Context: an optimization exercise on an open-source flow, tuned for small area and a short achievable clock period. The choices shown serve that exercise and are no tape-out recipe.
RTL that was checked went through simulation tests only; none was proved equivalent to the original.
Power figures rest on the tool's default switching activity, not on a simulated workload.

Setup of violet:
==> flow/design.v (excerpt) <==
module alu_top (
    input             clk,
    input      [3:0]  control,
    input             CI,
    input      [31:0] DATA_A,
    input      [31:0] DATA_B,
    output reg [31:0] OUT,
    output reg        CO,
    output reg        OVF,
    output reg        N,
    output reg        Z
);
Size in the first run: roughly 780 cells after synthesis, roughly 100 flip-flops, roughly 110 I/O pins, ~6200 µm² of cells after synthesis.
Settings: LEC_CHECK=0, ABC_AREA=1, CAP_MARGIN=20, CORE_MARGIN=2, CORE_UTILIZATION=40, SLEW_MARGIN=20; clock period 10.0 ns.
standard.sh (not shown) runs the stock make flow with config.mk's settings and CLKGATE_MAP_FILE= SYNTH_SCRIPT=/design/flow/synth_recipe.tcl, a recipe that flattens the netlist after the stock synthesis.
==> flow/flow/run.sh <==
#!/bin/bash
# Standard ORFS layout, with small fast port buffers and timing repair aimed
# below the clock period (the design is built and signed off at the design's period).
set -euo pipefail
bash standard.sh \
  "BUFFER_PORTS_ARGS=-buffer_cell sky130_fd_sc_hd__buf_1" \
  "SETUP_SLACK_MARGIN=7" \
  finish > make_finish.log 2>&1
> inputs changed (violet -> fjord)
==> flow/run.sh (new file) <==
#!/bin/bash
# synth_recipe.tcl (not shown) runs the flow's synth.tcl, then flattens the netlist and writes it again
# the make line also repeats each setting of config.mk as NAME=value (left out here)
make -C /OpenROAD-flow-scripts/flow DESIGN_CONFIG=/design/flow/config.mk WORK_HOME=/design/flow/orfs CLKGATE_MAP_FILE= SYNTH_SCRIPT=/design/flow/synth_recipe.tcl finish
removed: flow/flow/run.sh
removed: flow/standard.sh
--- outcome ---
- Diff violet -> fjord: number of diodes held; global-route usage went down 1.4 points; total combinational power went up 12%; share of the final layout cell area in sequential cells went down 1.4 points; placed instance area went up 10%.
- Comparing fjord with violet, the clock sink count came out essentially unchanged.
diff inputs: fjord => tundra
- ABC_AREA: 1 -> unset
==> flow/flow/run.sh (new file) <==
#!/bin/bash
# ORFS layout through the standard.sh, with three changes: the logic is mapped by
# this flow's own ABC script (flow/abc.script; the registers come out as in the standard
# synthesis), the ports get small fast buffers, and timing repair aims below the clock
# period (the design is still built and signed off at the design's period).
set -euo pipefail
here=$(pwd)
export MY_ABC_SCRIPT=$here/flow/abc.script
bash standard.sh \
  "SYNTH_SCRIPT=$here/flow/synth.tcl" \
  "ADDER_MAP_FILE=" \
  "BUFFER_PORTS_ARGS=-buffer_cell sky130_fd_sc_hd__buf_1" \
  "SETUP_SLACK_MARGIN=7" \
  finish > make_finish.log 2>&1
==> flow/flow/abc.script (new file) <==
strash; &get -n; &deepsyn -T 30; &put; dch; map -a; topo
==> flow/flow/synth.tcl (new file) <==
proc synth {args} { yosys synth -nofsm -noshare {*}$args }
# Map the logic with this flow's own ABC script instead of ORFS's.
proc abc {args} {
  set i [lsearch -exact $args -script]
  if {$i >= 0} { lset args [expr {$i + 1}] $::env(MY_ABC_SCRIPT) }
  yosys abc {*}$args
}
source $::env(SCRIPTS_DIR)/synth.tcl
# left out here: clear keep_hierarchy, flatten, clean up, hide names made inside functions, write 1_2_yosys.v
==> flow/standard.sh (new file) <==
#!/bin/bash
# synth_recipe.tcl (not shown) runs the flow's synth.tcl, then flattens the netlist and writes it again
# the make line also repeats each setting of config.mk as NAME=value (left out here)
make -C /OpenROAD-flow-scripts/flow DESIGN_CONFIG=/design/flow/config.mk WORK_HOME=/design/flow/orfs CLKGATE_MAP_FILE= SYNTH_SCRIPT=/design/flow/synth_recipe.tcl "${@:-finish}"
removed: flow/run.sh
### Flow results
Measured against each other, tundra and fjord differ in critical path data arrival time, the lower figure coming from fjord.
Diff fjord -> tundra: relative area change from synthesis to final layout rose 38 points, weighted congestion at the end of routability-driven global placement now larger, via count saw an increase.
Wire: tundra routes more than fjord
Remaining max-slew budget at the tightest pin, tundra and fjord: lower on tundra
Design area: tundra vs fjord down 220 µm²

--- another note on this design; it stands on its own ---

## run 2
// alu_top
module alu_top (
    input             clk,
    input      [3:0]  control,
    input             CI,
    input      [31:0] DATA_A,
    input      [31:0] DATA_B,
    output reg [31:0] OUT,
    output reg        CO,
    output reg        OVF,
    output reg        N,
    output reg        Z
);
reg  [3:0]  control_q;
reg         CI_q;
reg  [31:0] A_q, B_q;
wire [31:0] out_w;
wire        co_w, ovf_w, n_w, z_w;
always @(posedge clk) begin
    control_q <= control;
    CI_q      <= CI;
    A_q       <= DATA_A;
    B_q       <= DATA_B;
end
ALU #(.WIDTH(32)) alu (
    .control(control_q), .CI(CI_q), .DATA_A(A_q), .DATA_B(B_q),
    .OUT(out_w), .CO(co_w), .OVF(ovf_w), .N(n_w), .Z(z_w)
);
always @(posedge clk) begin
    OUT <= out_w;
    CO  <= co_w;
    OVF <= ovf_w;
    N   <= n_w;
    Z   <= z_w;
end
endmodule
Settings: LEC_CHECK=0, CAP_MARGIN=20, CORE_MARGIN=2, CORE_UTILIZATION=40, SLEW_MARGIN=20; clock period 10.0 ns.
standard.sh (not shown) runs the stock make flow with config.mk's settings and CLKGATE_MAP_FILE= SYNTH_SCRIPT=/design/flow/synth_recipe.tcl, a recipe that flattens the netlist after the stock synthesis.
==> flow/flow/run.sh <==
#!/bin/bash
# ORFS layout through the standard.sh, with three changes: the logic is mapped by
# this flow's own ABC script (flow/abc.script; the registers come out as in the standard
# synthesis), the ports get small fast buffers, and timing repair aims below the clock
# period (the design is still built and signed off at the design's period).
set -euo pipefail
here=$(pwd)
export MY_ABC_SCRIPT=$here/flow/abc.script
bash standard.sh \
  "SYNTH_SCRIPT=$here/flow/synth.tcl" \
  "ADDER_MAP_FILE=" \
  "BUFFER_PORTS_ARGS=-buffer_cell sky130_fd_sc_hd__buf_1" \
  "SETUP_SLACK_MARGIN=7" \
  finish > make_finish.log 2>&1
==> flow/flow/abc.script <==
strash; &get -n; &deepsyn -T 30; &put; dch; map -a; topo
==> flow/flow/synth.tcl <==
proc synth {args} { yosys synth -nofsm -noshare {*}$args }
# Map the logic with this flow's own ABC script instead of ORFS's.
proc abc {args} {
  set i [lsearch -exact $args -script]
  if {$i >= 0} { lset args [expr {$i + 1}] $::env(MY_ABC_SCRIPT) }
  yosys abc {*}$args
}
source $::env(SCRIPTS_DIR)/synth.tcl
# left out here: clear keep_hierarchy, flatten, clean up, hide names made inside functions, write 1_2_yosys.v
Run 2 reached the end of the flow, and the finished layout is clean on the timing, DRC and antenna checks.
Input-level comparison between run 3 and run 2:
Settings: ABC_AREA now 1, previously not set.
==> flow/flow/run.sh <==
#!/bin/bash
# Standard ORFS layout, with small fast port buffers and timing repair aimed
# below the clock period (the design is built and signed off at the design's period).
set -euo pipefail
bash standard.sh \
  "BUFFER_PORTS_ARGS=-buffer_cell sky130_fd_sc_hd__buf_1" \
  "SETUP_SLACK_MARGIN=7" \
  finish > make_finish.log 2>&1
removed: flow/flow/abc.script
removed: flow/flow/synth.tcl
Going from run 2 to run 3, global-route total usage across every layer dropped 7.5 points, part of the Yosys area used for sequential elements dropped 11 points, share of post-route cells with drive strength above 1 dropped 18 points, synthesis-to-layout area growth dropped 35 points. Run 3: count of clock buffers in the final design 1 below run 2. Run 3 leaves more setup margin than run 2. Run 3: synthesized cell count higher than run 2. Run 3 ends up with higher area share of fa/ha/maj cells after synthesis than run 2 does. Going from run 2 to run 3, the cell area was found to have gone up by about 4.5%. Run 2 reports its most common cell after layout, fill and taps aside as sky130_fd_sc_hd__buf_1 while run 3 reports sky130_fd_sc_hd__nand2_1. Of the two values seen for category of the critical setup timing path, register to output pin was produced by run 3 and register to register by run 2.
No run of this note included a check of the RTL's function; only the layout flow was run.

[what the ideal ports hide]
The results above use ideal ports. As a check the final layouts listed here were re-extracted and re-timed, cells and wires unchanged. Step 1: set_driving_cell puts a clkbuf_16 on clk and a buf_2 on each other input, an assumption about the parent block. Step 2 moves the port delays by t, midway between the first and last clock arrival at a register: inputs arrive t later, outputs are due t later. That takes back most of the time a late clock gives input paths. Three values: ideal ports, drivers, drivers and shift; two values: the first two.
run | t (ns) | setup WS [ns] | latest minus earliest clock arrival (ns) | slew at the worst register clock pin (ns) | pins driven straight from the clock port
violet | 0.399 | 7.106 / 7.064 / 7.107 | 0.011 / 0.011 | 0.07 / 0.07 | 1
fjord | 0.400 | 5.777 / 5.777 / 5.777 | 0.008 / 0.007 | 0.07 / 0.07 | 1
tundra | 0.402 | 2.785 / 2.785 / 2.785 | 0.011 / 0.010 | 0.08 / 0.08 | 1
run 2 | 0.396 | 3.310 / 3.310 / 3.310 | 0.010 / 0.010 | 0.07 / 0.07 | 1
run 3 | 0.406 | 7.095 / 7.052 / 7.155 | 0.011 / 0.012 | 0.08 / 0.08 | 1
After both steps every run listed still meets setup and hold.
